From an optimization exercise on the open Yosys and OpenROAD flow, aimed at small area and a short achievable clock period; shortcuts taken in it are not production practice.
At most, simulation tests tie the RTL to the original design; equivalence was not proved.

Setup of tundra:
==> module spi_slave, before the edit <==
module spi_slave (sclk, rst_n, ss_n, MOSI, col, MISO, hi, lo, wen, wbit);
   localparam int DATA_SIZE = 8;
localparam int INST_SIZE = 16;
localparam int MEM_DEPTH = 128;
  input                  sclk, rst_n;
  input                  ss_n;
  input                  MOSI;
  input  [DATA_SIZE-1:0] col;
  output reg             MISO;
  output reg [15:0]      hi;
  output reg [7:0]       lo;
  output                 wen;
  output                 wbit;
  reg       act;    
  reg [4:0] cnt;    
  reg       isw;    
  reg [DATA_SIZE-1:0] sr;      
  reg [DATA_SIZE-1:0] wd;      
  reg [3:0]           wcnt;    
  reg [2:0]           ph;      
  reg [DATA_SIZE-1:0] rd;      
  always @(posedge sclk) begin
    sr <= {sr[DATA_SIZE-2:0], MOSI};
    ph <= ph + 3'd1;
    rd <= col;
    if (act && cnt == 5'd8) begin
      hi <= 16'd1 << sr[6:3];
      lo <= 8'd1 << sr[2:0];
    end
    if (act && cnt == 5'd16 && isw) begin
      wd   <= sr;
      wcnt <= 4'd8;
    end
    else if (wcnt != 4'd0)
      wcnt <= wcnt - 4'd1;
  end
  assign wen  = (wcnt != 4'd0);
  assign wbit = wd[ph];
  wire [2:0] tap = cnt[2:0] - 3'd1 - ph;
  always @(posedge sclk or negedge rst_n) begin
    if (!rst_n) begin
      act  <= 1'b0;
      cnt  <= 5'd0;
      isw  <= 1'b0;
      MISO <= 1'b0;
    end
    else if (!act) begin
      MISO <= 1'b0;
      cnt  <= 5'd0;
      if (!ss_n)
        act <= 1'b1;
    end
    else begin
      if (ss_n)
        act <= 1'b0;
      if (cnt != 5'd31)
        cnt <= cnt + 5'd1;
      if (cnt == 5'd0)
        isw <= MOSI;
      if (!isw && cnt >= 5'd10 && cnt <= 5'd17)
        MISO <= rd[tap];
    end
  end
endmodule
==> module ram, before the edit <==
module ram (clk, hi, lo, wen, wbit, col);
   localparam int DATA_SIZE = 8;
localparam int INST_SIZE = 16;
localparam int MEM_DEPTH = 128;
  input                  clk;
  input  [15:0]          hi;
  input  [7:0]           lo;
  input                  wen;    
  input                  wbit;   
  output [DATA_SIZE-1:0] col;    
  wire [DATA_SIZE-1:0] part [0:MEM_DEPTH-1];
  genvar r;
  generate
    for (r = 0; r < MEM_DEPTH; r = r + 1) begin : g
      reg [DATA_SIZE-1:0] q;
      wire sel = hi[r / 8] & lo[r % 8];
      always @(posedge clk)
        q <= {(sel & wen) ? wbit : q[0], q[DATA_SIZE-1:1]};
      assign part[r] = q & {DATA_SIZE{sel}};
    end
  endgenerate
  reg [DATA_SIZE-1:0] acc;
  integer i;
  always @(*) begin
    acc = {DATA_SIZE{1'b0}};
    for (i = 0; i < MEM_DEPTH; i = i + 1)
      acc = acc | part[i];
  end
  assign col = acc;
endmodule
==> module wrapper, before the edit <==
module wrapper(sclk,rst_n,ss_n,MOSI,MISO);
   localparam int DATA_SIZE = 8;
localparam int INST_SIZE = 16;
localparam int MEM_DEPTH = 128;
  input sclk, rst_n;
  input ss_n;
  input MOSI;
  output MISO;
  wire [15:0]          hi;
  wire [7:0]           lo;
  wire                 wen, wbit;
  wire [DATA_SIZE-1:0] col;
  spi_slave dut1(sclk,rst_n,ss_n,MOSI,col,MISO,hi,lo,wen,wbit);
  ram dut2(sclk,hi,lo,wen,wbit,col);
endmodule
export LEC_CHECK = 0
export ABC_CLOCK_PERIOD_IN_PS = 2500
export CAP_MARGIN = 20
export CORE_MARGIN = 2
export CORE_UTILIZATION = 70
export PLACE_DENSITY = 0.75
export SETUP_SLACK_MARGIN = 4.5
export SLEW_MARGIN = 20
create_clock -name core_clock -period 7.0 [get_ports {sclk}]
standard.sh (not shown) runs the stock make flow with config.mk's settings and CLKGATE_MAP_FILE= SYNTH_SCRIPT=/design/flow/synth_recipe.tcl, a recipe that flattens the netlist after the stock synthesis.
==> flow/flow/run.sh <==
#!/bin/bash
# Standard layout, with clock tree synthesis told to build larger sink
# clusters and to add no dummy loads.
set -euo pipefail
export CTS_ARGS="-sink_clustering_enable -repair_clock_nets -dont_use_dummy_load -sink_clustering_size 18 -sink_clustering_max_diameter 60 -buf_list sky130_fd_sc_hd__clkbuf_8 -root_buf sky130_fd_sc_hd__clkbuf_16"
bash standard.sh > standard.log 2>&1
diff inputs: tundra => cedar
diff --git a/flow/design.v b/flow/design.v
--- a/flow/design.v
+++ b/flow/design.v
@@ -2,5 +2,5 @@
 localparam int INST_SIZE = 16;
 localparam int MEM_DEPTH = 128;
-module spi_slave (sclk, rst_n, ss_n, MOSI, col, MISO, hi, lo, wen, wbit);
+module spi_slave (sclk, rst_n, ss_n, MOSI, col, MISO, pa, pb, pc, wen, wbit);
    localparam int DATA_SIZE = 8;
 localparam int INST_SIZE = 16;
@@ -11,6 +11,7 @@
   input  [DATA_SIZE-1:0] col;
   output reg             MISO;
-  output reg [15:0]      hi;
-  output reg [7:0]       lo;
+  output reg [3:0]       pa;     
+  output reg [7:0]       pb;     
+  output reg [3:0]       pc;     
   output                 wen;
   output                 wbit;
@@ -28,6 +29,7 @@
     rd <= col;
     if (act && cnt == 5'd8) begin
-      hi <= 16'd1 << sr[6:3];
-      lo <= 8'd1 << sr[2:0];
+      pa <= 4'd1 << sr[6:5];
+      pb <= 8'd1 << sr[4:2];
+      pc <= 4'd1 << sr[1:0];
     end
     if (act && cnt == 5'd16 && isw) begin
@@ -66,11 +68,12 @@
   end
 endmodule
-module ram (clk, hi, lo, wen, wbit, col);
+module ram (clk, pa, pb, pc, wen, wbit, col);
    localparam int DATA_SIZE = 8;
 localparam int INST_SIZE = 16;
 localparam int MEM_DEPTH = 128;
   input                  clk;
-  input  [15:0]          hi;
-  input  [7:0]           lo;
+  input  [3:0]           pa;     
+  input  [7:0]           pb;     
+  input  [3:0]           pc;     
   input                  wen;    
   input                  wbit;   
@@ -81,5 +84,5 @@
     for (r = 0; r < MEM_DEPTH; r = r + 1) begin : g
       reg [DATA_SIZE-1:0] q;
-      wire sel = hi[r / 8] & lo[r % 8];
+      wire sel = pa[r / 32] & pb[(r / 4) % 8] & pc[r % 4];
       always @(posedge clk)
         q <= {(sel & wen) ? wbit : q[0], q[DATA_SIZE-1:1]};
@@ -104,9 +107,9 @@
   input MOSI;
   output MISO;
-  wire [15:0]          hi;
-  wire [7:0]           lo;
+  wire [3:0]           pa, pc;
+  wire [7:0]           pb;
   wire                 wen, wbit;
   wire [DATA_SIZE-1:0] col;
-  spi_slave dut1(sclk,rst_n,ss_n,MOSI,col,MISO,hi,lo,wen,wbit);
-  ram dut2(sclk,hi,lo,wen,wbit,col);
+  spi_slave dut1(sclk,rst_n,ss_n,MOSI,col,MISO,pa,pb,pc,wen,wbit);
+  ram dut2(sclk,pa,pb,pc,wen,wbit,col);
 endmodule
--- outcome ---
- The final layouts of cedar and tundra pass the timing, DRC and antenna checks.
- cedar vs. tundra: maximum frequency decreased by about 7% relative to the old numbers; fraction of layout cells with a size suffix above 1 increased by 6.6 points relative to the old numbers; clock-pin transition on the worst setup and hold timing paths saw an increase.
- Number of cells traversed by the worst hold path of cedar is on par with tundra.
- The higher largest fanout on the critical path came out of tundra.
- Going from tundra to cedar, the area share of and/or/nand/nor cells after synthesis was found to have gone up by 1.6 points.
The RTL of cedar was laid out without a check of its function.

static timing again, ports no longer ideal:
The flow's constraints put no driver on any port. The routed layouts listed below were extracted and timed again, unchanged, in two steps. Step 1 sets driving cells, clkbuf_16 on the clock port and buf_2 on the other inputs (assumed; they add their load-dependent delay and slew). Step 2 also shifts input and output timing later by t, the mid clock arrival at the registers, as if the neighbouring blocks saw the same clock. a / b / c = ideal / step 1 / step 2; a / b = the first two.
| run | shift t [ns] | setup WS [ns] | clock arrival spread, ns | worst data-port slew with drivers (ns) |
|---|---|---|---|---|
| tundra | 0.653 | 4.425 / 4.425 / 4.425 | 0.038 / 0.039 | 0.03 |
| cedar | 0.665 | 4.222 / 4.222 / 4.222 | 0.063 / 0.063 | 0.04 |
After both steps every run listed still meets setup and hold.
